Source: an optimization exercise on an open RTL-to-GDS flow (aim: small area). Production flows keep margins and buffers that such runs may drop. In this exercise RTL edits were held to simulation tests only and were not proved equivalent to the original. No activity file was given, so power comes from the tool's default toggle rates.

## VGA_Display
module VGA_Display(input clk, input left, input left_2, input rst, input switch, input AI_switch,
						 output [2:0] R, output [2:0] G, output [1:0] B, output vga_out_vsync, output vga_out_hsync,
						 output reg flag, output [6:0] OUT, output[3:0] EN,
						 input MISO, output SS, output MOSI, output SCLK,
						 input MISO_P2, output SS_P2, output MOSI_P2, output SCLK_P2 ,output test,
						 input fast);
function [15:0] inc16;            
	input [15:0] x;
	reg c; integer i;
	begin
		c = 1'b1;
		for (i = 0; i < 16; i = i + 1) begin
			inc16[i] = x[i] ^ c;
			c = x[i] & c;
		end
	end
endfunction
function [9:0] add10;             
	input [9:0] a, b;
	reg c; integer i;
	begin
		c = 1'b0;
		for (i = 0; i < 10; i = i + 1) begin
			add10[i] = a[i] ^ b[i] ^ c;
			c = (a[i] & b[i]) | (a[i] & c) | (b[i] & c);
		end
	end
endfunction
function geC;                     
	input [9:0] x, k;
	integer i;
	begin
		geC = 1'b1;
		for (i = 0; i < 10; i = i + 1)
			geC = k[i] ? (x[i] & geC) : (x[i] | geC);
	end
endfunction
function leC;                     
	input [9:0] x, k;
	integer i;
	begin
		leC = 1'b1;
		for (i = 0; i < 10; i = i + 1)
			leC = k[i] ? (~x[i] | leC) : (~x[i] & leC);
	end
endfunction
  ...
Size: roughly 1300 cells after synthesis, roughly 190 flip-flops, roughly 0.011 sq mm of cells after synthesis.
export LEC_CHECK = 0
export CAP_MARGIN = 20
export CORE_MARGIN = 2
export CORE_UTILIZATION = 40
export SLEW_MARGIN = 20
create_clock -name core_clock -period 10.0 [get_ports {clk}]
standard.sh (not shown) runs the stock make flow with config.mk's settings and CLKGATE_MAP_FILE= SYNTH_SCRIPT=/design/flow/synth_recipe.tcl, a recipe that flattens the netlist after the stock synthesis.
==> flow/flow/run.sh <==
#!/bin/bash
# Layout flow: the standard ORFS flow, with changes that only affect
# cell choice:
#  - ABC restructures the logic for fewer nodes (&deepsyn, 2 minutes) and
#    maps it with an area-oriented script (flow/abc_area.script)
#    instead of ORFS's delay-oriented one (registers are mapped before ABC
#    and are untouched by it);
#  - adders are left to ABC (no full/half-adder cell extraction before it);
#  - the input/output port buffers are buf_1 cells;
#  - clock tree synthesis uses clkbuf_8 and adds no dummy loads.
# Each tool's output goes to a log file in this folder.
set -euo pipefail
WORK=$(pwd)
rm -rf "$WORK/scripts_local"
cp -r "$FLOW_HOME/scripts" "$WORK/scripts_local"
cp "$WORK/flow/abc_area.script" "$WORK/scripts_local/abc_speed.script"
bash "$WORK/standard.sh" SCRIPTS_DIR="$WORK/scripts_local" ADDER_MAP_FILE= \
	BUFFER_PORTS_ARGS="-buffer_cell sky130_fd_sc_hd__buf_1" \
	CTS_ARGS="-sink_clustering_enable -repair_clock_nets -dont_use_dummy_load -buf_list \"sky130_fd_sc_hd__clkbuf_8 sky130_fd_sc_hd__clkbuf_16\"" finish > "$WORK/flow_make.log" 2>&1
==> flow/flow/abc_area.script <==
strash
&get -n
&fraig -x
&put
scorr
dc2
strash
&get -n
&deepsyn -T 120
&put
strash
&get -n
&dch -f
&nf -R 1000 -p
&put
The baseline never finished: it broke off in 4_1_cts.
Edit:
--- a/flow/flow/run.sh
+++ b/flow/flow/run.sh
@@ -4,2 +4 @@
-#  - ABC restructures the logic for fewer nodes (&deepsyn, 2 minutes) and
-#    maps it with an area-oriented script (flow/abc_area.script)
+#  - ABC maps the logic with an area-oriented script (flow/abc_area.script)
@@ -19 +18 @@
-	CTS_ARGS="-sink_clustering_enable -repair_clock_nets -dont_use_dummy_load -buf_list \"sky130_fd_sc_hd__clkbuf_8 sky130_fd_sc_hd__clkbuf_16\"" finish > "$WORK/flow_make.log" 2>&1
+	CTS_ARGS="-sink_clustering_enable -repair_clock_nets -dont_use_dummy_load -buf_list sky130_fd_sc_hd__clkbuf_8" finish > "$WORK/flow_make.log" 2>&1
==> flow/flow/abc_area.script (replaced) <==
strash
&get -n
&fraig -x
&put
scorr
dc2
strash
&get -n
&syn2
&dch -f
&nf -R 1000 -p
&put
strash
dch -f
&get -n
&nf -R 1000 -p
&put
The changed run ran to the end with no violations; area after synthesis increases by a few percent; synthesized cell count climbs by roughly a tenth.
Edit:
--- a/flow/flow/run.sh
+++ b/flow/flow/run.sh
@@ -4 +4,2 @@
-#  - ABC maps the logic with an area-oriented script (flow/abc_area.script)
+#  - ABC restructures the logic for fewer nodes (&deepsyn, 2 minutes) and
+#    maps it with an area-oriented script (flow/abc_area.script)
==> flow/flow/abc_area.script (replaced) <==
strash
&get -n
&fraig -x
&put
scorr
dc2
strash
&get -n
&deepsyn -T 120
&put
strash
&get -n
&dch -f
&nf -R 1000 -p
&put
CORE_UTILIZATION = 75   (was 40)
Total power is lower by 5.4%.
Register-to-register slack gets better by 1.0 ns.
Maximum frequency is higher by 17%.
Clock power is lower by about 4%.
Edit:
CORE_UTILIZATION = 60   (was 75)
Outcome:
- cell count rose by a few percent
- die area rose by a quarter to a third
- via count fell by a few percent
- sequential power stays flat
- maximum frequency rose slightly
- total power is about the same
- area after synthesis is unchanged
- sequential cell count is unchanged
- count of clock-buffer cells in the layout does not change
- utilization fell by 16 points
Edit:
--- a/flow/flow/run.sh
+++ b/flow/flow/run.sh
@@ -19 +19 @@
-	CTS_ARGS="-sink_clustering_enable -repair_clock_nets -dont_use_dummy_load -buf_list sky130_fd_sc_hd__clkbuf_8" finish > "$WORK/flow_make.log" 2>&1
+	CTS_ARGS="-sink_clustering_enable -repair_clock_nets -dont_use_dummy_load -buf_list {sky130_fd_sc_hd__clkbuf_4 sky130_fd_sc_hd__clkbuf_8} -sink_clustering_buffer sky130_fd_sc_hd__clkbuf_4 -sink_clustering_size 6 -sink_clustering_max_diameter 60" finish > "$WORK/flow_make.log" 2>&1
Result:
- sequential cell count does not change
- final cell count is lower by 0.78%
- wire length is higher by about 0.6%
- global-route usage stays flat
- area after synthesis stays flat
- count of clock-buffer cells in the layout stays the same
- cell area is about the same
- core utilization is lower by 0.10 points
- clock skew is higher by 0.0049 ns
- power is higher by about 2.3%
- worst setup slack is worse by 0.37 ns

afterwards: timing with drivers on the ports:
In the flow no input, the clock included, has a driving cell. The finished layouts below were timed again as built, in two steps.
Step 1 sets driving cells, clkbuf_16 on the clock port and buf_2 on the other inputs (assumed; they add their load-dependent delay and slew).
Step 2 times the ports against the registers' clock, not the clock port: input delays grow and output delays shrink by t, the midpoint of the rising clock arrivals with the driver on.
Three values: ideal, step 1, step 2; two values: the first two.
| run | t, ns | slack for setup (ns) | hold slack, ns |
|---|---|---|---|
| the second run | 0.514 | 1.745 / 1.698 / 2.212 | 0.385 / 0.385 / 0.385 |
| the third run | 0.496 | 2.917 / 2.875 / 3.371 | 0.363 / 0.363 / 0.363 |
| the fourth run | 0.500 | 2.964 / 2.922 / 3.422 | 0.373 / 0.373 / 0.373 |
| the fifth run | 0.510 | 2.598 / 2.553 / 3.063 | 0.379 / 0.379 / 0.379 |
After both steps setup and hold are still met in every run listed.
